From an optimization exercise on the open Yosys and OpenROAD flow, aimed at small area, a short achievable clock period and few clock cycles per item; shortcuts taken in it are not production practice.
In this exercise RTL edits were held to simulation tests only and were not proved equivalent to the original.
Power figures rest on the tool's default switching activity, not on a simulated workload.

[design.v]
module fadd_rsh (
  input  wire [3:0] f,
  input  wire [2:0] s,
  output wire [6:0] r,
  output wire sticky);
  wire [6:0] l3 = {1'b1, f, 2'b00};
  wire stk2 = (l3[3:0] != 4'd0) & s[2];
  wire [6:0] l2 = s[2] ? {4'b0000, l3[6:4]} : l3;
  wire stk1 = ((l2[1:0] != 2'd0) & s[1]) | stk2;
  wire [6:0] l1 = s[1] ? {2'b00, l2[6:2]} : l2;
  assign sticky = (l1[0] & s[0]) | stk1;
  assign r = s[0] ? {1'b0, l1[6:1]} : l1;
endmodule
module fadd_s1 (
  input  wire [11:0] X,
  input  wire [11:0] Y,
  output wire [32:0] M);
  function [2:0] sub3(input [2:0] a, input [2:0] b);
    begin
      case ({a, b})
        6'd0: sub3 = 3'd0;
        6'd1: sub3 = 3'd7;
        6'd2: sub3 = 3'd6;
        6'd3: sub3 = 3'd5;
        6'd4: sub3 = 3'd4;
        6'd5: sub3 = 3'd3;
        6'd6: sub3 = 3'd2;
        6'd7: sub3 = 3'd1;
        6'd8: sub3 = 3'd1;
        6'd9: sub3 = 3'd0;
        6'd10: sub3 = 3'd7;
        6'd11: sub3 = 3'd6;
        6'd12: sub3 = 3'd5;
        6'd13: sub3 = 3'd4;
        6'd14: sub3 = 3'd3;
        6'd15: sub3 = 3'd2;
        6'd16: sub3 = 3'd2;
        6'd17: sub3 = 3'd1;
        6'd18: sub3 = 3'd0;
        6'd19: sub3 = 3'd7;
        6'd20: sub3 = 3'd6;
        6'd21: sub3 = 3'd5;
        6'd22: sub3 = 3'd4;
        6'd23: sub3 = 3'd3;
        6'd24: sub3 = 3'd3;
        6'd25: sub3 = 3'd2;
        6'd26: sub3 = 3'd1;
        6'd27: sub3 = 3'd0;
        6'd28: sub3 = 3'd7;
        6'd29: sub3 = 3'd6;
        6'd30: sub3 = 3'd5;
        6'd31: sub3 = 3'd4;
        6'd32: sub3 = 3'd4;
        6'd33: sub3 = 3'd3;
        6'd34: sub3 = 3'd2;
        6'd35: sub3 = 3'd1;
        6'd36: sub3 = 3'd0;
        6'd37: sub3 = 3'd7;
        6'd38: sub3 = 3'd6;
        6'd39: sub3 = 3'd5;
        6'd40: sub3 = 3'd5;
        6'd41: sub3 = 3'd4;
        6'd42: sub3 = 3'd3;
        6'd43: sub3 = 3'd2;
        6'd44: sub3 = 3'd1;
        6'd45: sub3 = 3'd0;
        6'd46: sub3 = 3'd7;
        6'd47: sub3 = 3'd6;
        6'd48: sub3 = 3'd6;
        6'd49: sub3 = 3'd5;
        6'd50: sub3 = 3'd4;
        6'd51: sub3 = 3'd3;
        6'd52: sub3 = 3'd2;
        6'd53: sub3 = 3'd1;
        6'd54: sub3 = 3'd0;
        6'd55: sub3 = 3'd7;
        6'd56: sub3 = 3'd7;
        6'd57: sub3 = 3'd6;
        6'd58: sub3 = 3'd5;
        6'd59: sub3 = 3'd4;
        6'd60: sub3 = 3'd3;
        6'd61: sub3 = 3'd2;
        6'd62: sub3 = 3'd1;
        6'd63: sub3 = 3'd0;
        default: sub3 = 3'd0;
      endcase
    end
  endfunction
  wire [1:0] exnX = X[11:10], exnY = Y[11:10];
  wire [5:0] dXY = {1'b0, X[8:4]} - {1'b0, Y[8:4]};
  wire [4:0] dYX = Y[8:4] - X[8:4];
  wire swap = ((exnX == exnY) & dXY[5]) | (exnX < exnY);
  wire [11:0] nX = swap ? Y : X;
  wire [11:0] nY = swap ? X : Y;
  wire [4:0] ed = swap ? dYX : dXY[4:0];
  wire ed0 = X[4] ^ Y[4];
  wire effSub = X[9] ^ Y[9];
  wire selClose = (ed[4:1] == 4'b0000) & effSub;
  wire [6:0] A  = {2'b01, X[3:0], 1'b0};
  wire [6:0] Bv = {2'b01, Y[3:0], 1'b0};
  wire [6:0] A1 = {3'b001, X[3:0]};
  wire [6:0] B1 = {3'b001, Y[3:0]};
  wire [6:0] amb = A - Bv;
  wire [6:0] bma = Bv - A;
  wire [6:0] amb1 = A - B1;
  wire [6:0] bma1 = Bv - A1;
  wire [5:0] frcE = amb[6] ? bma[5:0] : amb[5:0];
  wire fscE = swap ? bma[6] : amb[6];
  wire [6:0] dO = swap ? bma1 : amb1;
  wire [5:0] frc1 = ed0 ? dO[5:0] : frcE;
  wire fsc = ed0 ? dO[6] : fscE;
  wire [2:0] lXY = sub3(X[6:4], Y[6:4]);
  wire [2:0] lYX = sub3(Y[6:4], X[6:4]);
  wire oXY = dXY[4] | dXY[3];
  wire oYX = dYX[4] | dYX[3];
  wire [6:0] shY, shX;
  wire stY, stX;
  fadd_rsh rY (.f(Y[3:0]), .s(lXY), .r(shY), .sticky(stY));
  fadd_rsh rX (.f(X[3:0]), .s(lYX), .r(shX), .sticky(stX));
  wire [7:0] fX = {2'b01, X[3:0], 2'b00};
  wire [7:0] fY = {2'b01, Y[3:0], 2'b00};
  wire [7:0] aN = fX + ({1'b0, shY} ^ {8{effSub}}) + {7'd0, effSub & ~stY};
  wire [7:0] aS = fY + ({1'b0, shX} ^ {8{effSub}}) + {7'd0, effSub & ~stX};
  wire [7:0] oN = fX - {7'd0, effSub};
  wire [7:0] oS = fY - {7'd0, effSub};
  wire [7:0] rN = oXY ? oN : aN;
  wire [7:0] rS = oYX ? oS : aS;
  wire [7:0] r0 = swap ? rS : rN;
  wire sticky = swap ? (oYX | stX) : (oXY | stY);
  assign M = {nX[11:10], nY[11:10], nX[9:0], nY[9], effSub, selClose, fsc, frc1, r0, sticky};
endmodule
module fadd_s2 (
  input  wire [32:0] M,
  output wire [11:0] R);
  wire [3:0] exnXY = M[32:29];
  wire [9:0] nX = M[28:19];
  wire nYs = M[18];
  wire effSub = M[17];
  wire selClose = M[16];
  wire fsc = M[15];
  wire [5:0] frc1 = M[14:9];
  wire [7:0] r0 = M[8:1];
  wire sticky = M[0];
  wire [6:0] E = {2'b00, nX[8:4]};
  wire c2 = (frc1[5:2] == 4'd0);
  wire [5:0] n2 = c2 ? {frc1[1:0], 4'b0000} : frc1;
  wire c1 = (n2[5:4] == 2'd0);
  wire [5:0] n1 = c1 ? {n2[3:0], 2'b00} : n2;
  wire c0 = ~n1[5];
  wire [5:0] n0 = c0 ? {n1[4:0], 1'b0} : n1;
  wire [2:0] nz = {c2, c1, c0};
  wire roundClose = n0[0] & n0[1];
  wire closeZero = (frc1 == 6'd0);
  wire [6:0] expClose = E - {4'b0000, nz};
  wire [4:0] fracC = {1'b0, n0[4:1]} + {4'd0, roundClose};
  wire [6:0] expC = expClose + {6'd0, fracC[4]};
  wire [1:0] lb = r0[7:6];
  wire [3:0] f1 = (lb == 2'b00) ? r0[4:1] : (lb == 2'b01) ? r0[5:2] : r0[6:3];
  wire rb = (lb == 2'b00) ? r0[0] : (lb == 2'b01) ? r0[1] : r0[2];
  wire sb = (lb == 2'b00) ? sticky : (lb == 2'b01) ? (r0[0] | sticky) : (r0[1] | r0[0] | sticky);
  wire roundFar = rb & (sb | f1[0]);
  wire [4:0] fracF = {1'b0, f1} + {4'd0, roundFar};
  wire [6:0] Em1 = E - 7'd1, Ep1 = E + 7'd1, Ep2 = E + 7'd2;
  wire cf = fracF[4];
  wire [6:0] expF = (lb == 2'b00) ? (cf ? E : Em1) :
                    (lb == 2'b01) ? (cf ? Ep1 : E) : (cf ? Ep2 : Ep1);
  wire [10:0] rr = selClose ? {expC, fracC[3:0]} : {expF, fracF[3:0]};
  wire zfc = selClose & closeZero;
  wire resSign = (selClose & closeZero) ? 1'b0 : (nX[9] ^ (selClose & fsc));
  wire [1:0] uo = rr[10:9];
  wire [1:0] exn2 = uo[1] ? 2'b00 : uo[0] ? {~zfc, 1'b0} : {1'b0, ~zfc};
  wire n0101 = (exnXY == 4'b0101);
  wire [1:0] exnR = (exnXY == 4'b1110) ? 2'b11 :
                    (exnXY == 4'b1010) ? {1'b1, effSub} :
                    n0101 ? exn2 : exnXY[3:2];
  wire sgnR = (exnXY == 4'b0000) ? (nX[9] & nYs) : n0101 ? resSign : nX[9];
  wire [8:0] es = n0101 ? rr[8:0] : nX[8:0];
  assign R = {exnR, sgnR, es};
endmodule
module fmul_s1 (
  input  wire [11:0] X,
  input  wire [11:0] Y,
  output wire [19:0] M);
  wire sign = X[9] ^ Y[9];
  wire [6:0] expSum = {2'b00, X[8:4]} + {2'b00, Y[8:4]} - 7'd15;
  wire [9:0] sigProd = {1'b1, X[3:0]} * {1'b1, Y[3:0]};
  wire [3:0] es = {X[11:10], Y[11:10]};
  wire [1:0] exc = (es == 4'b0000 || es == 4'b0001 || es == 4'b0100) ? 2'b00 :
                   (es == 4'b0101) ? 2'b01 :
                   (es == 4'b0110 || es == 4'b1001 || es == 4'b1010) ? 2'b10 : 2'b11;
  assign M = {exc, sign, expSum, sigProd};
endmodule
module fmul_s2 (
  input  wire [19:0] M,
  output wire [11:0] R);
  wire [1:0] exc = M[19:18];
  wire sign = M[17];
  wire [6:0] expSum = M[16:10];
  wire [9:0] sigProd = M[9:0];
  wire norm = sigProd[9];
  wire [6:0] expPost = expSum + {6'd0, norm};
  wire [9:0] spe = norm ? {sigProd[8:0], 1'b0} : {sigProd[7:0], 2'b00};
  wire guard = (spe[4:0] != 5'd0);
  wire rnd = spe[5] & (guard | spe[6]);
  wire [10:0] esr = {expPost, spe[9:6]} + {10'd0, rnd};
  wire [1:0] excPost = (esr[10:9] == 2'b00) ? 2'b01 : (esr[10:9] == 2'b01) ? 2'b10 : 2'b00;
  wire [1:0] fexc = (exc == 2'b01) ? excPost : exc;
  assign R = {fexc, sign, esr[8:0]};
endmodule
`default_nettype none
module linear (
	clk,
	rst,
	start,
	ready,
	done,
	p__arg0_0_0,
	p__arg0_0_1,
	p__arg0_0_10,
	p__arg0_0_2,
	p__arg0_0_3,
	p__arg0_0_4,
	p__arg0_0_5,
	p__arg0_0_6,
	p__arg0_0_7,
	p__arg0_0_8,
	p__arg0_0_9,
	p___constant_11x11xf32_0_0,
	p___constant_11x11xf32_0_1,
	p___constant_11x11xf32_0_10,
	p___constant_11x11xf32_0_2,
	p___constant_11x11xf32_0_3,
	p___constant_11x11xf32_0_4,
	p___constant_11x11xf32_0_5,
	p___constant_11x11xf32_0_6,
	p___constant_11x11xf32_0_7,
	p___constant_11x11xf32_0_8,
	p___constant_11x11xf32_0_9,
	p___constant_11x11xf32_10_0,
	p___constant_11x11xf32_10_1,
	p___constant_11x11xf32_10_10,
	p___constant_11x11xf32_10_2,
	p___constant_11x11xf32_10_3,
	p___constant_11x11xf32_10_4,
	p___constant_11x11xf32_10_5,
	p___constant_11x11xf32_10_6,
	p___constant_11x11xf32_10_7,
	p___constant_11x11xf32_10_8,
	p___constant_11x11xf32_10_9,
	p___constant_11x11xf32_1_0,
	p___constant_11x11xf32_1_1,
	p___constant_11x11xf32_1_10,
	p___constant_11x11xf32_1_2,
	p___constant_11x11xf32_1_3,
	p___constant_11x11xf32_1_4,
	p___constant_11x11xf32_1_5,
	p___constant_11x11xf32_1_6,
	p___constant_11x11xf32_1_7,
	p___constant_11x11xf32_1_8,
	p___constant_11x11xf32_1_9,
	p___constant_11x11xf32_2_0,
	p___constant_11x11xf32_2_1,
	p___constant_11x11xf32_2_10,
	p___constant_11x11xf32_2_2,
	p___constant_11x11xf32_2_3,
	p___constant_11x11xf32_2_4,
	p___constant_11x11xf32_2_5,
	p___constant_11x11xf32_2_6,
	p___constant_11x11xf32_2_7,
	p___constant_11x11xf32_2_8,
	p___constant_11x11xf32_2_9,
	p___constant_11x11xf32_3_0,
	p___constant_11x11xf32_3_1,
	p___constant_11x11xf32_3_10,
	p___constant_11x11xf32_3_2,
	p___constant_11x11xf32_3_3,
	p___constant_11x11xf32_3_4,
	p___constant_11x11xf32_3_5,
	p___constant_11x11xf32_3_6,
	p___constant_11x11xf32_3_7,
	p___constant_11x11xf32_3_8,
	p___constant_11x11xf32_3_9,
	p___constant_11x11xf32_4_0,
	p___constant_11x11xf32_4_1,
	p___constant_11x11xf32_4_10,
	p___constant_11x11xf32_4_2,
	p___constant_11x11xf32_4_3,
	p___constant_11x11xf32_4_4,
	p___constant_11x11xf32_4_5,
	p___constant_11x11xf32_4_6,
	p___constant_11x11xf32_4_7,
	p___constant_11x11xf32_4_8,
	p___constant_11x11xf32_4_9,
	p___constant_11x11xf32_5_0,
	p___constant_11x11xf32_5_1,
	p___constant_11x11xf32_5_10,
	p___constant_11x11xf32_5_2,
	p___constant_11x11xf32_5_3,
	p___constant_11x11xf32_5_4,
	p___constant_11x11xf32_5_5,
	p___constant_11x11xf32_5_6,
	p___constant_11x11xf32_5_7,
	p___constant_11x11xf32_5_8,
	p___constant_11x11xf32_5_9,
	p___constant_11x11xf32_6_0,
	p___constant_11x11xf32_6_1,
	p___constant_11x11xf32_6_10,
	p___constant_11x11xf32_6_2,
	p___constant_11x11xf32_6_3,
	p___constant_11x11xf32_6_4,
	p___constant_11x11xf32_6_5,
	p___constant_11x11xf32_6_6,
	p___constant_11x11xf32_6_7,
	p___constant_11x11xf32_6_8,
	p___constant_11x11xf32_6_9,
	p___constant_11x11xf32_7_0,
	p___constant_11x11xf32_7_1,
	p___constant_11x11xf32_7_10,
	p___constant_11x11xf32_7_2,
	p___constant_11x11xf32_7_3,
	p___constant_11x11xf32_7_4,
	p___constant_11x11xf32_7_5,
	p___constant_11x11xf32_7_6,
	p___constant_11x11xf32_7_7,
	p___constant_11x11xf32_7_8,
	p___constant_11x11xf32_7_9,
	p___constant_11x11xf32_8_0,
	p___constant_11x11xf32_8_1,
	p___constant_11x11xf32_8_10,
	p___constant_11x11xf32_8_2,
	p___constant_11x11xf32_8_3,
	p___constant_11x11xf32_8_4,
	p___constant_11x11xf32_8_5,
	p___constant_11x11xf32_8_6,
	p___constant_11x11xf32_8_7,
	p___constant_11x11xf32_8_8,
	p___constant_11x11xf32_8_9,
	p___constant_11x11xf32_9_0,
	p___constant_11x11xf32_9_1,
	p___constant_11x11xf32_9_10,
	p___constant_11x11xf32_9_2,
	p___constant_11x11xf32_9_3,
	p___constant_11x11xf32_9_4,
	p___constant_11x11xf32_9_5,
	p___constant_11x11xf32_9_6,
	p___constant_11x11xf32_9_7,
	p___constant_11x11xf32_9_8,
	p___constant_11x11xf32_9_9,
	p___constant_11xf32_0,
	p___constant_11xf32_1,
	p___constant_11xf32_10,
	p___constant_11xf32_2,
	p___constant_11xf32_3,
	p___constant_11xf32_4,
	p___constant_11xf32_5,
	p___constant_11xf32_6,
	p___constant_11xf32_7,
	p___constant_11xf32_8,
	p___constant_11xf32_9,
	output_p_val_313
);
	input wire clk;
	input wire rst;
	input wire start;
	output wire ready;
	output wire done;
	input wire [11:0] p__arg0_0_0;
	input wire [11:0] p__arg0_0_1;
	input wire [11:0] p__arg0_0_10;
	input wire [11:0] p__arg0_0_2;
	input wire [11:0] p__arg0_0_3;
	input wire [11:0] p__arg0_0_4;
	input wire [11:0] p__arg0_0_5;
	input wire [11:0] p__arg0_0_6;
	input wire [11:0] p__arg0_0_7;
	input wire [11:0] p__arg0_0_8;
	input wire [11:0] p__arg0_0_9;
	input wire [11:0] p___constant_11x11xf32_0_0;
	input wire [11:0] p___constant_11x11xf32_0_1;
	input wire [11:0] p___constant_11x11xf32_0_10;
	input wire [11:0] p___constant_11x11xf32_0_2;
	input wire [11:0] p___constant_11x11xf32_0_3;
	input wire [11:0] p___constant_11x11xf32_0_4;
	input wire [11:0] p___constant_11x11xf32_0_5;
	input wire [11:0] p___constant_11x11xf32_0_6;
	input wire [11:0] p___constant_11x11xf32_0_7;
	input wire [11:0] p___constant_11x11xf32_0_8;
	input wire [11:0] p___constant_11x11xf32_0_9;
	input wire [11:0] p___constant_11x11xf32_10_0;
	input wire [11:0] p___constant_11x11xf32_10_1;
	input wire [11:0] p___constant_11x11xf32_10_10;
	input wire [11:0] p___constant_11x11xf32_10_2;
	input wire [11:0] p___constant_11x11xf32_10_3;
	input wire [11:0] p___constant_11x11xf32_10_4;
	input wire [11:0] p___constant_11x11xf32_10_5;
	input wire [11:0] p___constant_11x11xf32_10_6;
	input wire [11:0] p___constant_11x11xf32_10_7;
	input wire [11:0] p___constant_11x11xf32_10_8;
	input wire [11:0] p___constant_11x11xf32_10_9;
	input wire [11:0] p___constant_11x11xf32_1_0;
	input wire [11:0] p___constant_11x11xf32_1_1;
	input wire [11:0] p___constant_11x11xf32_1_10;
	input wire [11:0] p___constant_11x11xf32_1_2;
	input wire [11:0] p___constant_11x11xf32_1_3;
	input wire [11:0] p___constant_11x11xf32_1_4;
	input wire [11:0] p___constant_11x11xf32_1_5;
	input wire [11:0] p___constant_11x11xf32_1_6;
	input wire [11:0] p___constant_11x11xf32_1_7;
	input wire [11:0] p___constant_11x11xf32_1_8;
	input wire [11:0] p___constant_11x11xf32_1_9;
	input wire [11:0] p___constant_11x11xf32_2_0;
	input wire [11:0] p___constant_11x11xf32_2_1;
	input wire [11:0] p___constant_11x11xf32_2_10;
	input wire [11:0] p___constant_11x11xf32_2_2;
	input wire [11:0] p___constant_11x11xf32_2_3;
	input wire [11:0] p___constant_11x11xf32_2_4;
	input wire [11:0] p___constant_11x11xf32_2_5;
	input wire [11:0] p___constant_11x11xf32_2_6;
	input wire [11:0] p___constant_11x11xf32_2_7;
	input wire [11:0] p___constant_11x11xf32_2_8;
	input wire [11:0] p___constant_11x11xf32_2_9;
	input wire [11:0] p___constant_11x11xf32_3_0;
	input wire [11:0] p___constant_11x11xf32_3_1;
	input wire [11:0] p___constant_11x11xf32_3_10;
	input wire [11:0] p___constant_11x11xf32_3_2;
	input wire [11:0] p___constant_11x11xf32_3_3;
	input wire [11:0] p___constant_11x11xf32_3_4;
	input wire [11:0] p___constant_11x11xf32_3_5;
	input wire [11:0] p___constant_11x11xf32_3_6;
	input wire [11:0] p___constant_11x11xf32_3_7;
	input wire [11:0] p___constant_11x11xf32_3_8;
	input wire [11:0] p___constant_11x11xf32_3_9;
	input wire [11:0] p___constant_11x11xf32_4_0;
	input wire [11:0] p___constant_11x11xf32_4_1;
	input wire [11:0] p___constant_11x11xf32_4_10;
	input wire [11:0] p___constant_11x11xf32_4_2;
	input wire [11:0] p___constant_11x11xf32_4_3;
	input wire [11:0] p___constant_11x11xf32_4_4;
	input wire [11:0] p___constant_11x11xf32_4_5;
	input wire [11:0] p___constant_11x11xf32_4_6;
	input wire [11:0] p___constant_11x11xf32_4_7;
	input wire [11:0] p___constant_11x11xf32_4_8;
	input wire [11:0] p___constant_11x11xf32_4_9;
	input wire [11:0] p___constant_11x11xf32_5_0;
	input wire [11:0] p___constant_11x11xf32_5_1;
	input wire [11:0] p___constant_11x11xf32_5_10;
	input wire [11:0] p___constant_11x11xf32_5_2;
	input wire [11:0] p___constant_11x11xf32_5_3;
	input wire [11:0] p___constant_11x11xf32_5_4;
	input wire [11:0] p___constant_11x11xf32_5_5;
	input wire [11:0] p___constant_11x11xf32_5_6;
	input wire [11:0] p___constant_11x11xf32_5_7;
	input wire [11:0] p___constant_11x11xf32_5_8;
	input wire [11:0] p___constant_11x11xf32_5_9;
	input wire [11:0] p___constant_11x11xf32_6_0;
	input wire [11:0] p___constant_11x11xf32_6_1;
	input wire [11:0] p___constant_11x11xf32_6_10;
	input wire [11:0] p___constant_11x11xf32_6_2;
	input wire [11:0] p___constant_11x11xf32_6_3;
	input wire [11:0] p___constant_11x11xf32_6_4;
	input wire [11:0] p___constant_11x11xf32_6_5;
	input wire [11:0] p___constant_11x11xf32_6_6;
	input wire [11:0] p___constant_11x11xf32_6_7;
	input wire [11:0] p___constant_11x11xf32_6_8;
	input wire [11:0] p___constant_11x11xf32_6_9;
	input wire [11:0] p___constant_11x11xf32_7_0;
	input wire [11:0] p___constant_11x11xf32_7_1;
	input wire [11:0] p___constant_11x11xf32_7_10;
	input wire [11:0] p___constant_11x11xf32_7_2;
	input wire [11:0] p___constant_11x11xf32_7_3;
	input wire [11:0] p___constant_11x11xf32_7_4;
	input wire [11:0] p___constant_11x11xf32_7_5;
	input wire [11:0] p___constant_11x11xf32_7_6;
	input wire [11:0] p___constant_11x11xf32_7_7;
	input wire [11:0] p___constant_11x11xf32_7_8;
	input wire [11:0] p___constant_11x11xf32_7_9;
	input wire [11:0] p___constant_11x11xf32_8_0;
	input wire [11:0] p___constant_11x11xf32_8_1;
	input wire [11:0] p___constant_11x11xf32_8_10;
	input wire [11:0] p___constant_11x11xf32_8_2;
	input wire [11:0] p___constant_11x11xf32_8_3;
	input wire [11:0] p___constant_11x11xf32_8_4;
	input wire [11:0] p___constant_11x11xf32_8_5;
	input wire [11:0] p___constant_11x11xf32_8_6;
	input wire [11:0] p___constant_11x11xf32_8_7;
	input wire [11:0] p___constant_11x11xf32_8_8;
	input wire [11:0] p___constant_11x11xf32_8_9;
	input wire [11:0] p___constant_11x11xf32_9_0;
	input wire [11:0] p___constant_11x11xf32_9_1;
	input wire [11:0] p___constant_11x11xf32_9_10;
	input wire [11:0] p___constant_11x11xf32_9_2;
	input wire [11:0] p___constant_11x11xf32_9_3;
	input wire [11:0] p___constant_11x11xf32_9_4;
	input wire [11:0] p___constant_11x11xf32_9_5;
	input wire [11:0] p___constant_11x11xf32_9_6;
	input wire [11:0] p___constant_11x11xf32_9_7;
	input wire [11:0] p___constant_11x11xf32_9_8;
	input wire [11:0] p___constant_11x11xf32_9_9;
	input wire [11:0] p___constant_11xf32_0;
	input wire [11:0] p___constant_11xf32_1;
	input wire [11:0] p___constant_11xf32_10;
	input wire [11:0] p___constant_11xf32_2;
	input wire [11:0] p___constant_11xf32_3;
	input wire [11:0] p___constant_11xf32_4;
	input wire [11:0] p___constant_11xf32_5;
	input wire [11:0] p___constant_11xf32_6;
	input wire [11:0] p___constant_11xf32_7;
	input wire [11:0] p___constant_11xf32_8;
	input wire [11:0] p___constant_11xf32_9;
	output wire [11:0] output_p_val_313;
reg busy;
reg [5:0] cnt;
always @(posedge clk) begin
  if (rst) begin
    busy <= 1'b0;
    cnt <= 6'd0;
  end else if (!busy) begin
    if (start) begin
      busy <= 1'b1;
      cnt <= 6'd1;
    end
  end else if (cnt == 6'd36) begin
    busy <= 1'b0;
    cnt <= 6'd0;
  end else begin
    cnt <= cnt + 6'd1;
  end
end
assign ready = ~busy;
assign done = busy & (cnt == 6'd36);
reg [11:0] xr;
always @(posedge clk) begin
  case (cnt[4:1])
    4'd0: xr <= p__arg0_0_0;
    4'd1: xr <= p__arg0_0_1;
    4'd2: xr <= p__arg0_0_2;
    4'd3: xr <= p__arg0_0_3;
    4'd4: xr <= p__arg0_0_4;
    4'd5: xr <= p__arg0_0_5;
    4'd6: xr <= p__arg0_0_6;
    4'd7: xr <= p__arg0_0_7;
    4'd8: xr <= p__arg0_0_8;
    4'd9: xr <= p__arg0_0_9;
    4'd10: xr <= p__arg0_0_10;
    default: xr <= p__arg0_0_0;
  endcase
end
wire zx = (cnt == 6'd2) | (cnt == 6'd3);    
wire yb0 = (cnt == 6'd24);                   
wire yb1 = (cnt == 6'd25);                   
wire t1 = (cnt == 6'd27);                    
wire t2 = (cnt == 6'd29);
wire t3 = (cnt == 6'd31);
wire t4 = (cnt == 6'd33);
reg [11:0] wr0;
always @(posedge clk) begin
  case (cnt[4:0])
    5'd0: wr0 <= p___constant_11x11xf32_0_0;
    5'd1: wr0 <= p___constant_11x11xf32_1_0;
    5'd2: wr0 <= p___constant_11x11xf32_0_1;
    5'd3: wr0 <= p___constant_11x11xf32_1_1;
    5'd4: wr0 <= p___constant_11x11xf32_0_2;
    5'd5: wr0 <= p___constant_11x11xf32_1_2;
    5'd6: wr0 <= p___constant_11x11xf32_0_3;
    5'd7: wr0 <= p___constant_11x11xf32_1_3;
    5'd8: wr0 <= p___constant_11x11xf32_0_4;
    5'd9: wr0 <= p___constant_11x11xf32_1_4;
    5'd10: wr0 <= p___constant_11x11xf32_0_5;
    5'd11: wr0 <= p___constant_11x11xf32_1_5;
    5'd12: wr0 <= p___constant_11x11xf32_0_6;
    5'd13: wr0 <= p___constant_11x11xf32_1_6;
    5'd14: wr0 <= p___constant_11x11xf32_0_7;
    5'd15: wr0 <= p___constant_11x11xf32_1_7;
    5'd16: wr0 <= p___constant_11x11xf32_0_8;
    5'd17: wr0 <= p___constant_11x11xf32_1_8;
    5'd18: wr0 <= p___constant_11x11xf32_0_9;
    5'd19: wr0 <= p___constant_11x11xf32_1_9;
    5'd20: wr0 <= p___constant_11x11xf32_0_10;
    5'd21: wr0 <= p___constant_11x11xf32_1_10;
    default: wr0 <= p___constant_11x11xf32_0_0;
  endcase
end
reg [19:0] mm0;
wire [19:0] mmd0;
wire [11:0] m0;
fmul_s1 mul1_0 (.X(xr), .Y(wr0), .M(mmd0));
always @(posedge clk) mm0 <= mmd0;
fmul_s2 mul2_0 (.M(mm0), .R(m0));
reg [11:0] ax0, ay0;
reg [32:0] am0;
wire [32:0] amd0;
wire [11:0] s0;
fadd_s1 add1_0 (.X(ax0), .Y(ay0), .M(amd0));
always @(posedge clk) am0 <= amd0;
fadd_s2 add2_0 (.M(am0), .R(s0));
reg [11:0] wr1;
always @(posedge clk) begin
  case (cnt[4:0])
    5'd0: wr1 <= p___constant_11x11xf32_2_0;
    5'd1: wr1 <= p___constant_11x11xf32_3_0;
    5'd2: wr1 <= p___constant_11x11xf32_2_1;
    5'd3: wr1 <= p___constant_11x11xf32_3_1;
    5'd4: wr1 <= p___constant_11x11xf32_2_2;
    5'd5: wr1 <= p___constant_11x11xf32_3_2;
    5'd6: wr1 <= p___constant_11x11xf32_2_3;
    5'd7: wr1 <= p___constant_11x11xf32_3_3;
    5'd8: wr1 <= p___constant_11x11xf32_2_4;
    5'd9: wr1 <= p___constant_11x11xf32_3_4;
    5'd10: wr1 <= p___constant_11x11xf32_2_5;
    5'd11: wr1 <= p___constant_11x11xf32_3_5;
    5'd12: wr1 <= p___constant_11x11xf32_2_6;
    5'd13: wr1 <= p___constant_11x11xf32_3_6;
    5'd14: wr1 <= p___constant_11x11xf32_2_7;
    5'd15: wr1 <= p___constant_11x11xf32_3_7;
    5'd16: wr1 <= p___constant_11x11xf32_2_8;
    5'd17: wr1 <= p___constant_11x11xf32_3_8;
    5'd18: wr1 <= p___constant_11x11xf32_2_9;
    5'd19: wr1 <= p___constant_11x11xf32_3_9;
    5'd20: wr1 <= p___constant_11x11xf32_2_10;
    5'd21: wr1 <= p___constant_11x11xf32_3_10;
    default: wr1 <= p___constant_11x11xf32_2_0;
  endcase
end
reg [19:0] mm1;
wire [19:0] mmd1;
wire [11:0] m1;
fmul_s1 mul1_1 (.X(xr), .Y(wr1), .M(mmd1));
always @(posedge clk) mm1 <= mmd1;
fmul_s2 mul2_1 (.M(mm1), .R(m1));
reg [11:0] ax1, ay1;
reg [32:0] am1;
wire [32:0] amd1;
wire [11:0] s1;
fadd_s1 add1_1 (.X(ax1), .Y(ay1), .M(amd1));
always @(posedge clk) am1 <= amd1;
fadd_s2 add2_1 (.M(am1), .R(s1));
reg [11:0] wr2;
always @(posedge clk) begin
  case (cnt[4:0])
    5'd0: wr2 <= p___constant_11x11xf32_4_0;
    5'd1: wr2 <= p___constant_11x11xf32_5_0;
    5'd2: wr2 <= p___constant_11x11xf32_4_1;
    5'd3: wr2 <= p___constant_11x11xf32_5_1;
    5'd4: wr2 <= p___constant_11x11xf32_4_2;
    5'd5: wr2 <= p___constant_11x11xf32_5_2;
    5'd6: wr2 <= p___constant_11x11xf32_4_3;
    5'd7: wr2 <= p___constant_11x11xf32_5_3;
    5'd8: wr2 <= p___constant_11x11xf32_4_4;
    5'd9: wr2 <= p___constant_11x11xf32_5_4;
    5'd10: wr2 <= p___constant_11x11xf32_4_5;
    5'd11: wr2 <= p___constant_11x11xf32_5_5;
    5'd12: wr2 <= p___constant_11x11xf32_4_6;
    5'd13: wr2 <= p___constant_11x11xf32_5_6;
    5'd14: wr2 <= p___constant_11x11xf32_4_7;
    5'd15: wr2 <= p___constant_11x11xf32_5_7;
    5'd16: wr2 <= p___constant_11x11xf32_4_8;
    5'd17: wr2 <= p___constant_11x11xf32_5_8;
    5'd18: wr2 <= p___constant_11x11xf32_4_9;
    5'd19: wr2 <= p___constant_11x11xf32_5_9;
    5'd20: wr2 <= p___constant_11x11xf32_4_10;
    5'd21: wr2 <= p___constant_11x11xf32_5_10;
    default: wr2 <= p___constant_11x11xf32_4_0;
  endcase
end
reg [19:0] mm2;
wire [19:0] mmd2;
wire [11:0] m2;
fmul_s1 mul1_2 (.X(xr), .Y(wr2), .M(mmd2));
always @(posedge clk) mm2 <= mmd2;
fmul_s2 mul2_2 (.M(mm2), .R(m2));
reg [11:0] ax2, ay2;
reg [32:0] am2;
wire [32:0] amd2;
wire [11:0] s2;
fadd_s1 add1_2 (.X(ax2), .Y(ay2), .M(amd2));
always @(posedge clk) am2 <= amd2;
fadd_s2 add2_2 (.M(am2), .R(s2));
reg [11:0] wr3;
always @(posedge clk) begin
  case (cnt[4:0])
    5'd0: wr3 <= p___constant_11x11xf32_6_0;
    5'd1: wr3 <= p___constant_11x11xf32_7_0;
    5'd2: wr3 <= p___constant_11x11xf32_6_1;
    5'd3: wr3 <= p___constant_11x11xf32_7_1;
    5'd4: wr3 <= p___constant_11x11xf32_6_2;
    5'd5: wr3 <= p___constant_11x11xf32_7_2;
    5'd6: wr3 <= p___constant_11x11xf32_6_3;
    5'd7: wr3 <= p___constant_11x11xf32_7_3;
    5'd8: wr3 <= p___constant_11x11xf32_6_4;
    5'd9: wr3 <= p___constant_11x11xf32_7_4;
    5'd10: wr3 <= p___constant_11x11xf32_6_5;
    5'd11: wr3 <= p___constant_11x11xf32_7_5;
    5'd12: wr3 <= p___constant_11x11xf32_6_6;
    5'd13: wr3 <= p___constant_11x11xf32_7_6;
    5'd14: wr3 <= p___constant_11x11xf32_6_7;
    5'd15: wr3 <= p___constant_11x11xf32_7_7;
    5'd16: wr3 <= p___constant_11x11xf32_6_8;
    5'd17: wr3 <= p___constant_11x11xf32_7_8;
    5'd18: wr3 <= p___constant_11x11xf32_6_9;
    5'd19: wr3 <= p___constant_11x11xf32_7_9;
    5'd20: wr3 <= p___constant_11x11xf32_6_10;
    5'd21: wr3 <= p___constant_11x11xf32_7_10;
    default: wr3 <= p___constant_11x11xf32_6_0;
  endcase
end
reg [19:0] mm3;
wire [19:0] mmd3;
wire [11:0] m3;
fmul_s1 mul1_3 (.X(xr), .Y(wr3), .M(mmd3));
always @(posedge clk) mm3 <= mmd3;
fmul_s2 mul2_3 (.M(mm3), .R(m3));
reg [11:0] ax3, ay3;
reg [32:0] am3;
wire [32:0] amd3;
wire [11:0] s3;
fadd_s1 add1_3 (.X(ax3), .Y(ay3), .M(amd3));
always @(posedge clk) am3 <= amd3;
fadd_s2 add2_3 (.M(am3), .R(s3));
reg [11:0] wr4;
always @(posedge clk) begin
  case (cnt[4:0])
    5'd0: wr4 <= p___constant_11x11xf32_8_0;
    5'd1: wr4 <= p___constant_11x11xf32_9_0;
    5'd2: wr4 <= p___constant_11x11xf32_8_1;
    5'd3: wr4 <= p___constant_11x11xf32_9_1;
    5'd4: wr4 <= p___constant_11x11xf32_8_2;
    5'd5: wr4 <= p___constant_11x11xf32_9_2;
    5'd6: wr4 <= p___constant_11x11xf32_8_3;
    5'd7: wr4 <= p___constant_11x11xf32_9_3;
    5'd8: wr4 <= p___constant_11x11xf32_8_4;
    5'd9: wr4 <= p___constant_11x11xf32_9_4;
    5'd10: wr4 <= p___constant_11x11xf32_8_5;
    5'd11: wr4 <= p___constant_11x11xf32_9_5;
    5'd12: wr4 <= p___constant_11x11xf32_8_6;
    5'd13: wr4 <= p___constant_11x11xf32_9_6;
    5'd14: wr4 <= p___constant_11x11xf32_8_7;
    5'd15: wr4 <= p___constant_11x11xf32_9_7;
    5'd16: wr4 <= p___constant_11x11xf32_8_8;
    5'd17: wr4 <= p___constant_11x11xf32_9_8;
    5'd18: wr4 <= p___constant_11x11xf32_8_9;
    5'd19: wr4 <= p___constant_11x11xf32_9_9;
    5'd20: wr4 <= p___constant_11x11xf32_8_10;
    5'd21: wr4 <= p___constant_11x11xf32_9_10;
    default: wr4 <= p___constant_11x11xf32_8_0;
  endcase
end
reg [19:0] mm4;
wire [19:0] mmd4;
wire [11:0] m4;
fmul_s1 mul1_4 (.X(xr), .Y(wr4), .M(mmd4));
always @(posedge clk) mm4 <= mmd4;
fmul_s2 mul2_4 (.M(mm4), .R(m4));
reg [11:0] ax4, ay4;
reg [32:0] am4;
wire [32:0] amd4;
wire [11:0] s4;
fadd_s1 add1_4 (.X(ax4), .Y(ay4), .M(amd4));
always @(posedge clk) am4 <= amd4;
fadd_s2 add2_4 (.M(am4), .R(s4));
reg [11:0] wr5;
always @(posedge clk) begin
  case (cnt[4:0])
    5'd0: wr5 <= p___constant_11x11xf32_10_0;
    5'd1: wr5 <= p___constant_11x11xf32_10_0;
    5'd2: wr5 <= p___constant_11x11xf32_10_1;
    5'd3: wr5 <= p___constant_11x11xf32_10_1;
    5'd4: wr5 <= p___constant_11x11xf32_10_2;
    5'd5: wr5 <= p___constant_11x11xf32_10_2;
    5'd6: wr5 <= p___constant_11x11xf32_10_3;
    5'd7: wr5 <= p___constant_11x11xf32_10_3;
    5'd8: wr5 <= p___constant_11x11xf32_10_4;
    5'd9: wr5 <= p___constant_11x11xf32_10_4;
    5'd10: wr5 <= p___constant_11x11xf32_10_5;
    5'd11: wr5 <= p___constant_11x11xf32_10_5;
    5'd12: wr5 <= p___constant_11x11xf32_10_6;
    5'd13: wr5 <= p___constant_11x11xf32_10_6;
    5'd14: wr5 <= p___constant_11x11xf32_10_7;
    5'd15: wr5 <= p___constant_11x11xf32_10_7;
    5'd16: wr5 <= p___constant_11x11xf32_10_8;
    5'd17: wr5 <= p___constant_11x11xf32_10_8;
    5'd18: wr5 <= p___constant_11x11xf32_10_9;
    5'd19: wr5 <= p___constant_11x11xf32_10_9;
    5'd20: wr5 <= p___constant_11x11xf32_10_10;
    5'd21: wr5 <= p___constant_11x11xf32_10_10;
    default: wr5 <= p___constant_11x11xf32_10_0;
  endcase
end
reg [19:0] mm5;
wire [19:0] mmd5;
wire [11:0] m5;
fmul_s1 mul1_5 (.X(xr), .Y(wr5), .M(mmd5));
always @(posedge clk) mm5 <= mmd5;
fmul_s2 mul2_5 (.M(mm5), .R(m5));
reg [11:0] ax5, ay5;
reg [32:0] am5;
wire [32:0] amd5;
wire [11:0] s5;
fadd_s1 add1_5 (.X(ax5), .Y(ay5), .M(amd5));
always @(posedge clk) am5 <= amd5;
fadd_s2 add2_5 (.M(am5), .R(s5));
always @(posedge clk) begin
  if (zx) ax0 <= 12'd0;
  else if (!(t1)) ax0 <= s0;
end
always @(posedge clk) begin
  if (yb0) ay0 <= p___constant_11xf32_0;
  else if (yb1) ay0 <= p___constant_11xf32_1;
  else if (t1) ay0 <= s0;
  else if (t2) ay0 <= s1;
  else if (t3) ay0 <= s2;
  else if (t4) ay0 <= ax4;
  else ay0 <= m0;
end
always @(posedge clk) begin
  if (zx) ax1 <= 12'd0;
  else if (!(t1)) ax1 <= s1;
end
always @(posedge clk) begin
  if (yb0) ay1 <= p___constant_11xf32_2;
  else if (yb1) ay1 <= p___constant_11xf32_3;
  else if (t1) ay1 <= s1;
  else ay1 <= m1;
end
always @(posedge clk) begin
  if (zx) ax2 <= 12'd0;
  else if (!(t1)) ax2 <= s2;
end
always @(posedge clk) begin
  if (yb0) ay2 <= p___constant_11xf32_4;
  else if (yb1) ay2 <= p___constant_11xf32_5;
  else if (t1) ay2 <= s2;
  else if (t2) ay2 <= s3;
  else ay2 <= m2;
end
always @(posedge clk) begin
  if (zx) ax3 <= 12'd0;
  else if (!(t1)) ax3 <= s3;
end
always @(posedge clk) begin
  if (yb0) ay3 <= p___constant_11xf32_6;
  else if (yb1) ay3 <= p___constant_11xf32_7;
  else if (t1) ay3 <= s3;
  else ay3 <= m3;
end
always @(posedge clk) begin
  if (zx) ax4 <= 12'd0;
  else if (!(t1 | (cnt == 6'd32))) ax4 <= s4;
end
always @(posedge clk) begin
  if (yb0) ay4 <= p___constant_11xf32_8;
  else if (yb1) ay4 <= p___constant_11xf32_9;
  else if (t1) ay4 <= s4;
  else if (t2) ay4 <= ax5;
  else ay4 <= m4;
end
always @(posedge clk) begin
  if (zx) ax5 <= 12'd0;
  else if (!((cnt == 6'd27) | (cnt == 6'd28))) ax5 <= s5;
end
always @(posedge clk) begin
  if (yb0) ay5 <= p___constant_11xf32_10;
  else if (yb1) ay5 <= p___constant_11xf32_10;
  else if (t1) ay5 <= s5;
  else ay5 <= m5;
end
assign output_p_val_313 = ax0;
endmodule
[config.mk]
export PLATFORM = sky130hd
export DESIGN_NAME = linear
export DESIGN_NICKNAME = linear
export VERILOG_FILES = /design/flow/design.v
export SDC_FILE = /design/flow/constraint.sdc
export NUM_CORES = 4
export LEC_CHECK = 0
export ABC_CLOCK_PERIOD_IN_PS = 3000
export CAP_MARGIN = 30
export CORE_AREA = 5 5 615 615
export DIE_AREA = 0 0 620 620
export PLACE_DENSITY = 0.5
export SETUP_SLACK_MARGIN = 4.5
export SLEW_MARGIN = 30
export TNS_END_PERCENT = 100
[constraint.sdc]
create_clock -name core_clock -period 8.0 [get_ports {clk}]
set_input_delay 1.6000 -clock core_clock [delete_from_list [all_inputs] [get_ports {clk}]]
set_output_delay 1.6000 -clock core_clock [all_outputs]
set_load 0.01 [all_outputs]
[run.sh]
#!/bin/bash
# synth_recipe.tcl (not shown) runs the flow's synth.tcl, then flattens the netlist and writes it again
# the make line also repeats each setting of config.mk as NAME=value (left out here)
make -C /OpenROAD-flow-scripts/flow DESIGN_CONFIG=/design/flow/config.mk WORK_HOME=/design/flow/orfs CLKGATE_MAP_FILE= SYNTH_SCRIPT=/design/flow/synth_recipe.tcl finish
==> flow_summary.toml, run 1 <==
[status]
status = "complete, no violations"

[power]
p_sw_w = 0.02222
comb_power_share_pct = 76.5
ir_worst_vdd_mv = 0.2634
p_sw_share_pct = 50.96
p_seq_share_pct = 14.6
power.density_mw_per_mm2 = 485.8
power.internal_w = 0.02138
power.leakage_nw = 33.91
p_clk_share_pct = 9.0

[grt]
overflow = 0
grt_pass1_vias = 64410
grt_pass1_wl_microns = 636200
grt_usage_pct = 24.77
antenna_found_initial = 266
grt_max_degree = 59

[worst_setup_path]
cp.arrival_ns = 4.30
critical_path_required_ns = 8.61
end_kind = "register"
crit_fanout = 4
startpoint_type = "register"
critPathKind = "reg -> reg"

[hold_path]
min_path_type = "reg -> reg"

[routing]
drt-vias-per-instance = 4.854
drc = 0
ant_nets = 0
wl_per_cell_microns = 35.23
drt_iter0_drc = 8162
first_pass_iters = 8
dr_total_vias = 69940
routed_wirelength_microns = 507600

[timing]
clock_skew_ns = 0.05444
fmax_ghz = 0.2715
layout_setup_ws_ns = 4.316
worstMarginPinSlew_ns = 1.145
tns_ns = 0
finalCritPeriodShare_pct = 46.05
min_period_ns = 3.684
rsz0062_at_grt = "true"
hold_viol = 0
max-slew-margin-rel_pct = 23.66
setup-violations-final = 0
slew_violations = 0

[clocking]
clk_pin_slew_ns = 0.06
clk-insertion-delay-late_ns = 0.73
cts_tree = "yes"
cts_hold_buf = 0
clk_path_buf_depth = 3
h-tree-depth = 3
numCtsBuffers = 81
cts_root_buf = "clkbuf_16"
clock_sinks = 553

[yosys]
syn_avg_cell_area_sq_um = 7.750
ys_seq_area_share_pct = 19.57
yosysUniqueCellTypes = 120
synth_edf_count = 0
yosysMostFrequentCell = "nor2_1"
ys_async_sr_fraction_pct = 0
synth_common_cells = "675 x nor2_1, 587 x a21oi_1, 553 x dfxtp_1"
yosysWarnings = 2
yosys-top-cells-area = "dfxtp_1 20%, ha_1 11%, xnor2_1 5.4%"
synth_top_area_share_pct = 19.57
synth-main-ff-cell = "dfxtp_1"
yosys.area.top_type = "dfxtp_1"
syn-num-nets = 9624
synth_area_sq_mm = 0.05658
ys_ff_latch = 553
synth_cells = 7300

[placed_design]
place_hpwl_microns = 424000
routabilityCongestion = 1.000
place_ws_ns = 3.138
portBuffers = 1732

[floorplanning]
fp.dieH_microns = 620
start_util_pct = 15.24
die_width_microns = 620
core.rowCount = 224
core_area_sq_mm = 0.3714
die_area_sq_mm = 0.3844
io_pins = 1733

[final_layout]
area_growth_syn_to_layout_pct = 58.63
nNetsFinal = 11430
fillers = 40960
drive_above_1_share_pct = 14.49

[job]
maxCapViolCount = 0
[final timing paths]
check / slack (ns) / cells after the start / endpoint / from
worst max-delay path: 4.32 / 16 / am1[8] / ay1[5]
worst min-delay path: 0.48 / 2 / ax1[8] / ax1[8]
worst max register to register: 4.32 / 16 / am1[8] / ay1[5]
worst min register to register: 0.48 / 2 / ax1[8] / ax1[8]
[worst max-delay path, cell delays in order (launching register included)]
cell        delay [ns]
dfxtp_4           0.39
clkinvlp_4        0.14
ha_4              0.17
or2_4             0.24
a21oi_4           0.20
o22a_1            0.23
mux2_4            0.35
o21ai_2           0.14
xnor2_1           0.09
ha_1              0.24
nand2_2           0.09
nor2_2            0.04
a221oi_2          0.32
a21oi_2           0.11
a2111oi_4         0.30
mux2i_1           0.32
a22o_1            0.18
[per-stage QoR]
stage	power (W)	hold slack, ns	util (%)	std cells	area (sq um)
after floorplan	0.02517	0.4056	-	7300	56950
after global placement	0.03371	0.4621	21.62	13680	80300
after detailed placement	0.03366	0.4686	21.69	13700	80550
after CTS	0.04037	0.4775	23.31	14030	86580
after global routing	0.04656	0.4999	24.14	14370	89660
final	0.04360	0.4768	24.17	14410	89750
[flip-flops by register name (all words and copies together), names as in the netlist, 20 cells and up]
register,count
am2,33
mm3,20
mm5,20
am4,33
am3,33
am0,33
am5,33
mm1,20
mm0,20
mm4,20
am1,33
mm2,20
[cells in the final DEF (no fill, tap or decap), types with 108 or more instances in the layout]
master,count
a211oi_1,121
a21oi_1,504
a221oi_1,112
a22o_1,145
a22oi_1,348
and2_1,108
buf_4,344
clkdlybuf4s50_1,1719
dfxtp_1,464
diode_2,270
ha_1,450
inv_1,360
mux2i_1,147
nand2_1,492
nand3_1,125
nand4_1,139
nor2_1,626
nor3_1,117
o21ai_0,363
xnor2_1,311
[power by group through the flow]
stage | registers, W | logic [W] | clock network, W
finish | 0.00635 | 0.0333 | 0.00391
global route | 0.00652 | 0.0360 | 0.00409
CTS | 0.00627 | 0.0301 | 0.00400
detailed placement | 0.00637 | 0.0273 | 0
global placement | 0.00639 | 0.0273 | 0
floorplan | 0.00511 | 0.0201 | 0
[area by class of cell]
| cell class | count | area (sq um) | share of cell area (%) |
|---|---|---|---|
| Multi-Input combinational cell | 5891 | 45740 | 50.97 |
| Inverter | 402 | 1633 | 1.819 |
| Clock buffer | 108 | 2261 | 2.519 |
| Timing Repair Buffer | 2174 | 21370 | 23.82 |
| Clock inverter | 38 | 553.0 | 0.6162 |
| Sequential cell | 553 | 11290 | 12.58 |
| Antenna cell | 270 | 675.6 | 0.7528 |
| Tap cell | 4972 | 6221 | 6.931 |
[metal layers]
| layer | part of all wire [%] | global-route usage (%) |
|---|---|---|
| met3 | 8.1 | 5.710 |
| met5 | 0.10 | 0 |
| met2 | 46 | 40.27 |
| met1 | 39 | 29.69 |
| met4 | 6.9 | 14.80 |
[cells by family (layout without fill, tap and decap cells)]
| kind of cell | after synthesis | after routing | share of synthesized area, % |
|---|---|---|---|
| simple gates | 2065 | 2068 | 17.31 |
| xor+xnor | 462 | 463 | 7.316 |
| fa+ha+maj | 609 | 609 | 14.80 |
| mux | 239 | 239 | 4.489 |
| compound gates | 2512 | 2512 | 30.73 |
| buf+inv | 860 | 2722 | 5.790 |
| other cells | 0 | 270 | 0 |
| flops | 553 | 553 | 19.57 |
[timing repair]
item,CTS,global route
pin swaps,139,226
buffers inserted,182,103
setup endpoints to repair,280,107
endpoints found under the hold margin,0,0
gates resized for setup,413,357
gates cloned,5,4
Testbench counts, summed over its fixed seeds: cycles 29,600, items 800.
==> inputs of run 2 (changes only) <==
==> flow/run.sh (new file) <==
#!/bin/bash
# The standard layout, with the port buffers made of the smallest buffer
# cell (sky130_fd_sc_hd__buf_1) instead of the one buffer_ports picks itself.
set -euo pipefail
export BUFFER_PORTS_ARGS="-buffer_cell sky130_fd_sc_hd__buf_1"
bash standard.sh > standard_flow.log 2>&1
==> standard.sh (new file) <==
#!/bin/bash
# synth_recipe.tcl (not shown) runs the flow's synth.tcl, then flattens the netlist and writes it again
# the make line also repeats each setting of config.mk as NAME=value (left out here)
make -C /OpenROAD-flow-scripts/flow DESIGN_CONFIG=/design/flow/config.mk WORK_HOME=/design/flow/orfs CLKGATE_MAP_FILE= SYNTH_SCRIPT=/design/flow/synth_recipe.tcl "${@:-finish}"
removed: run.sh
==> flow_summary.toml, run 2 <==
[grt]
grt_usage_pct = 25.02
grt_max_degree = 127
grt_pass1_vias = 64360
antenna_found_initial = 236
grt_pass1_wl_microns = 640600
overflow = 0

[routing]
drc = 0
routed_wirelength_microns = 515400
first_pass_iters = 10
drt-vias-per-instance = 4.902
wl_per_cell_microns = 35.55
dr_total_vias = 71080
drt_iter0_drc = 8263
ant_nets = 0

[final_layout]
area_growth_syn_to_layout_pct = 41.58
drive_above_1_share_pct = 15.64
stdcell_count = 14500
nNetsFinal = 11470
mostFrequentLayoutCell = "buf_1"
utilization_pct = 21.57
layout_common_cells = "1731 x buf_1, 613 x nor2_1, 499 x a21oi_1"

[job]
maxCapViolCount = 0

[timing]
tns_ns = 0
slew_violations = 0
clock_skew_ns = 0.05596
hold_viol = 0
finalCritPeriodShare_pct = 49.52
fmax_ghz = 0.2524
max-slew-margin-rel_pct = 30.00
rsz0062_at_grt = "true"
worstMarginPinSlew_ns = 1.045
min_period_ns = 3.962
setup-violations-final = 0

[placed_design]
placedCellCount = 13700
routabilityCongestion = 1.050
portBuffers = 1732
place_hpwl_microns = 423500

[clocking]
cts_hold_buf = 0
clk-insertion-delay-late_ns = 0.74
numCtsBuffers = 76
cts_tree = "yes"
clk_path_buf_depth = 3
h-tree-depth = 3
cts_root_buf = "clkbuf_16"
clk_pin_slew_ns = 0.06
clock_sinks = 553

[power]
total_power_w = 0.04332
power.density_mw_per_mm2 = 540.8
comb_power_share_pct = 76.5
p_sw_w = 0.02237
p_sw_share_pct = 51.65
p_seq_share_pct = 14.6
power.leakage_nw = 29.69
power.internal_w = 0.02094
ir_worst_vdd_mv = 0.2546
p_clk_share_pct = 8.9

[worst_setup_path]
slowest_delay_ns = 0.35
crit_slowest_cell = "dfxtp_4"
startpoint_type = "register"
worst-path-buf-inv = 6
worst_path_most_repeated_cell = "buf_12"
critPathTopFamily = "buffers and inverters"
crit_chain = "buf_12 > clkinvlp_4 > ha_4 > nand2_4 > buf_6 > nor2_4 > buf_12 > nand2_4 > nor2_4 > buf_12 > buf_8"
critPathKind = "reg -> out"
cp.arrival_ns = 2.36
crit_fanout = 4
critical_path_required_ns = 6.40
end_kind = "primary output"

[yosys]
yosys-top-cells-area = "dfxtp_1 20%, ha_1 11%, xnor2_1 5.4%"
synth_top_area_share_pct = 19.57
ys_seq_area_share_pct = 19.57
yosysUniqueCellTypes = 120
synth-main-ff-cell = "dfxtp_1"
yosysMostFrequentCell = "nor2_1"
synth_edf_count = 0
ys_ff_latch = 553
syn-num-nets = 9624
synth_cells = 7300
ys_async_sr_fraction_pct = 0
syn_avg_cell_area_sq_um = 7.750
synth_common_cells = "675 x nor2_1, 587 x a21oi_1, 553 x dfxtp_1"
yosys.area.top_type = "dfxtp_1"
synth_area_sq_mm = 0.05658
yosysWarnings = 2

[hold_path]
min_path_type = "reg -> reg"

[floorplanning]
core_area_sq_mm = 0.3714
core.rowCount = 224
fp.dieH_microns = 620
io_pins = 1733
start_util_pct = 15.24
die_width_microns = 620
die_area_sq_mm = 0.3844

[status]
status = "complete, no violations"
run 2: layer usage:
| metal | share of wire (%) | routed length (microns) | global-route usage (%) | vias to the layer above |
|---|---|---|---|---|
| met5 | 0.14 | 724 | 0 | - |
| met4 | 7.9 | 40830 | 16.63 | 110 |
| met3 | 8.3 | 42830 | 6.175 | 944 |
| met2 | 45 | 232600 | 39.74 | 3922 |
| met1 | 38 | 198400 | 29.87 | 34920 |
| li1 | - | - | - | 31180 |
run 2: logic make-up (layout without fill, tap and decap cells):
logic type / count (synthesis) / count (layout) / synth area share, %
compound gates: 2512 / 2513 / 30.73
simple gates: 2065 / 2069 / 17.31
buf+inv: 860 / 2763 / 5.790
fa+ha+maj: 609 / 609 / 14.80
flops: 553 / 553 / 19.57
xor+xnor: 462 / 465 / 7.316
mux: 239 / 239 / 4.489
other cells: 0 / 315 / 0
run 2: path summary, 6_finish.rpt:
check,start,endpoint,slack (ns),depth (start not counted)
worst min register to register,wr4[9],mm4[17],0.41,1
worst min-delay path,wr4[9],mm4[17],0.41,1
worst max-delay path,cnt[1],done,4.04,11
worst max register to register,ax0[4],am0[8],4.26,18
run 2: area by class of cell:
class | instances | area, sq um
clock inverters | 42 | 586.8
flip-flops and latches | 553 | 11280
multi-input cells | 5895 | 46190
repair buffers | 2220 | 11210
well taps | 4972 | 6221
fillers | 41970 | 291300
clock buffers | 99 | 2190
diodes | 315 | 788.3
inverters | 402 | 1632
run 2: repair_timing:
item / CTS / global route
gates cloned: 10 / 9
gates resized for setup: 553 / 346
buffers inserted: 220 / 106
setup endpoints to repair: 270 / 142
pin swaps: 213 / 237
run 2: per-stage QoR:
stage | instance area [sq um] | hold slack [ns] | setup WS [ns]
finish | 80100 | 0.4130 | 4.038
global placement | 69410 | 0.4284 | 2.467
global route | 79970 | 0.4366 | 3.932
floorplan | 56950 | 0.4056 | 4.421
detailed placement | 69600 | 0.4171 | 2.401
CTS | 76760 | 0.4174 | 3.920
run 2: power groups by stage:
stage	Clock, W	Combinational (W)	Sequential [W]
3_5_place_dp	0	0.0268	0.00633
6_report	0.00387	0.0331	0.00633
5_1_grt	0.00405	0.0358	0.00649
3_3_place_gp	0	0.0268	0.00635
2_1_floorplan	0	0.0201	0.00511
4_1_cts	0.00396	0.0300	0.00622
==> inputs of run 3 (changes only) <==
--- a/design.v
+++ b/design.v
@@ -510,24 +510,33 @@
 	output wire [11:0] output_p_val_313;
 reg busy;
 reg [5:0] cnt;
+reg ready_r, done_r;
+wire last = (cnt == 6'd36);
 always @(posedge clk) begin
   if (rst) begin
     busy <= 1'b0;
     cnt <= 6'd0;
-  end else if (!busy) begin
-    if (start) begin
-      busy <= 1'b1;
-      cnt <= 6'd1;
-    end
-  end else if (cnt == 6'd36) begin
-    busy <= 1'b0;
-    cnt <= 6'd0;
+    ready_r <= 1'b1;
+    done_r <= 1'b0;
   end else begin
-    cnt <= cnt + 6'd1;
+    done_r <= busy & (cnt == 6'd35);
+    if (!busy) begin
+      if (start) begin
+        busy <= 1'b1;
+        cnt <= 6'd1;
+        ready_r <= 1'b0;
+      end
+    end else if (last) begin
+      busy <= 1'b0;
+      cnt <= 6'd0;
+      ready_r <= 1'b1;
+    end else begin
+      cnt <= cnt + 6'd1;
+    end
   end
 end
-assign ready = ~busy;
-assign done = busy & (cnt == 6'd36);
+assign ready = ready_r;
+assign done = done_r;
 reg [11:0] xr;
 always @(posedge clk) begin
   case (cnt[4:1])
@@ -863,5 +872,7 @@
   else if (t1) ay5 <= s5;
   else ay5 <= m5;
 end
-assign output_p_val_313 = ax0;
+reg [11:0] out_r;
+always @(posedge clk) out_r <= s0;
+assign output_p_val_313 = out_r;
 endmodule
==> flow_summary.toml, run 3 <==
[status]
status = "complete, no violations"

[yosys]
ys_seq_area_share_pct = 19.88
syn-num-nets = 9734
yosysMostFrequentCell = "nor2_1"
synth_common_cells = "680 x nor2_1, 613 x a21oi_1, 567 x dfxtp_1"
yosysUniqueCellTypes = 107
synth_top_area_share_pct = 19.88
synth_edf_count = 0
synth_area_sq_mm = 0.05709
syn_avg_cell_area_sq_um = 7.705
yosys.area.top_type = "dfxtp_1"
synth-main-ff-cell = "dfxtp_1"
synth_cells = 7410
ys_ff_latch = 567
yosys-top-cells-area = "dfxtp_1 20%, ha_1 11%, a21oi_1 5.4%"
yosysWarnings = 2
ys_async_sr_fraction_pct = 0

[clocking]
clock_sinks = 567
cts_root_buf = "clkbuf_16"
cts_tree = "yes"
clk_path_buf_depth = 4
h-tree-depth = 3
clk-insertion-delay-late_ns = 0.84
numCtsBuffers = 84
clk_pin_slew_ns = 0.07
cts_hold_buf = 0

[final_layout]
layout_common_cells = "1732 x buf_1, 632 x nor2_1, 514 x nand2_1, 514 x a21oi_1, 487 x dfxtp_1"
mostFrequentLayoutCell = "buf_1"
nNetsFinal = 11520
area_growth_syn_to_layout_pct = 38.63
stdcell_count = 14410
drive_above_1_share_pct = 14.83

[grt]
grt_pass1_vias = 64500
antenna_found_initial = 250
overflow = 0
grt_max_degree = 99
grt_pass1_wl_microns = 597700
grt_usage_pct = 22.92

[routing]
first_pass_iters = 9
ant_nets = 0
drc = 0
routed_wirelength_microns = 472400
dr_total_vias = 70020
drt_iter0_drc = 8168
wl_per_cell_microns = 32.77
drt-vias-per-instance = 4.858

[worst_setup_path]
startpoint_type = "register"
r2r_cells = 18
crit_fanout = 3
cp.arrival_ns = 4.49
end_kind = "register"
worst-r2r-setup-slack_ns = 4.23
critPathKind = "reg -> reg"
critical_path_required_ns = 8.72

[hold_path]
hold_depth = 2
min_path_type = "reg -> reg"

[placed_design]
routabilityCongestion = 0.9903
placedCellCount = 13780
portBuffers = 1732
place_hpwl_microns = 391500
place_ws_ns = 3.238

[timing]
hold_ws_ns = 0.4525
min_period_ns = 3.767
rsz0062_at_grt = "true"
hold_viol = 0
max-slew-margin-rel_pct = 24.74
worstMarginPinSlew_ns = 1.129
fmax_ghz = 0.2655
tns_ns = 0
layout_setup_ws_ns = 4.233
setup-violations-final = 0
clock_skew_ns = 0.1243
slew_violations = 0
finalCritPeriodShare_pct = 47.08

[power]
p_clk_share_pct = 9.2
p_seq_share_pct = 15.0
power.leakage_nw = 29.33
comb_power_share_pct = 75.9
ir_worst_vdd_mv = 0.2626
power.internal_w = 0.02101
total_power_w = 0.04310
p_sw_w = 0.02209
p_sw_share_pct = 51.25
power.density_mw_per_mm2 = 544.6

[floorplanning]
core_area_sq_mm = 0.3714
fp.dieH_microns = 620
io_pins = 1733
die_width_microns = 620
die_area_sq_mm = 0.3844
core.rowCount = 224
start_util_pct = 15.37

[job]
maxCapViolCount = 0
run 3: area by class of cell:
class                           instances  area, sq um
Fill cell                           41970       292200
Multi-Input combinational cell       5968        46120
Sequential cell                       567        11560
Timing Repair Buffer                 2174        10380
Tap cell                             4972         6221
Clock buffer                          105         2355
Inverter                              403         1599
Antenna cell                          181        452.9
Clock inverter                         44        451.7
run 3: per-layer routing:
layer	vias up	GRT usage (%)	part of all wire, %
met5	-	0.07493	0.16
met4	116	11.22	5.6
met3	847	6.429	9.4
met2	3706	37.53	47
met1	34190	27.49	38
li1	31160	-	-
run 3: worst paths after layout:
check	from	end
max	ay0[4]	am0[7]
min	ay2[8]	am2[27]
max reg2reg	ay0[4]	am0[7]
min reg2reg	ay2[8]	am2[27]
run 3: repair_timing:
item,4_1_cts,5_1_grt
setup endpoints to repair,262,167
gates resized for setup,457,344
cloned,9,3
pin swaps,175,226
buffers inserted,184,109
run 3: cells by family after synthesis:
logic type	count (synthesis)	share of synthesized area (%)
buf+inv	883	5.886
mux	266	4.878
flops	567	19.88
compound gates	2490	29.76
simple gates	2130	17.71
fa+ha+maj	609	14.67
xor+xnor	465	7.212
run 3: power by group through the flow:
stage	Combinational (W)	Sequential, W	Clock (W)
after global placement	0.0263	0.00650	0
after CTS	0.0297	0.00639	0.00405
after global routing	0.0354	0.00663	0.00414
final	0.0327	0.00645	0.00395
after floorplan	0.0202	0.00521	0
after detailed placement	0.0263	0.00650	0
run 3: worst max-delay path, stage by stage, from the launching register on:
cell and delay (ns):
dfxtp_4 0.37, clkinvlp_4 0.12, ha_4 0.17, or2_4 0.24, and3_4 0.21, buf_4 0.13
o221a_4 0.27, a221oi_4 0.33, a21oi_1 0.12, xnor2_2 0.17, ha_4 0.18, a21o_1 0.20
a21oi_2 0.17, o21bai_1 0.10, a21oi_2 0.15, xnor2_1 0.17, xnor2_1 0.15, mux2i_1 0.12
mux2_4 0.27
run 3: per-stage QoR:
stage | utilization, % | instance area, sq um
detailed placement | 18.83 | 69930
CTS | 20.56 | 76370
global route | 21.28 | 79010
floorplan | - | 57550
finish | 21.31 | 79140
global placement | 18.78 | 69750
Testbench counts of run 3, summed over its fixed seeds: cycles 29,600, items 800.

## afterwards: timing with drivers on the ports
The results above use ideal ports. As a check the final layouts listed here were re-extracted and re-timed, cells and wires unchanged. Step 1: set_driving_cell puts a clkbuf_16 on clk and a buf_2 on each other input, an assumption about the parent block. Step 2, shift: input delay + t, output delay - t, t = (earliest + latest rising clock arrival at the registers) / 2. This alone moves slack from input paths to output paths. Slacks: no drivers / after step 1 / after step 2; pairs: no drivers / after step 1.
run | t, ns | setup WS [ns] | worst data-port slew with drivers (ns) | cell pins on the clock port's net
run 1 | 0.814 | 4.316 / 4.303 / 3.866 | 0.71 | 1
run 2 | 0.805 | 4.038 / 3.942 / 4.154 | 0.74 | 1
run 3 | 0.882 | 4.233 / 4.233 / 4.209 | 0.69 | 1
After both steps every run listed still meets setup and hold. For run 1, which loses most, drivers alone change the setup slack by -0.013 ns; drivers and shift together by -0.450 ns.
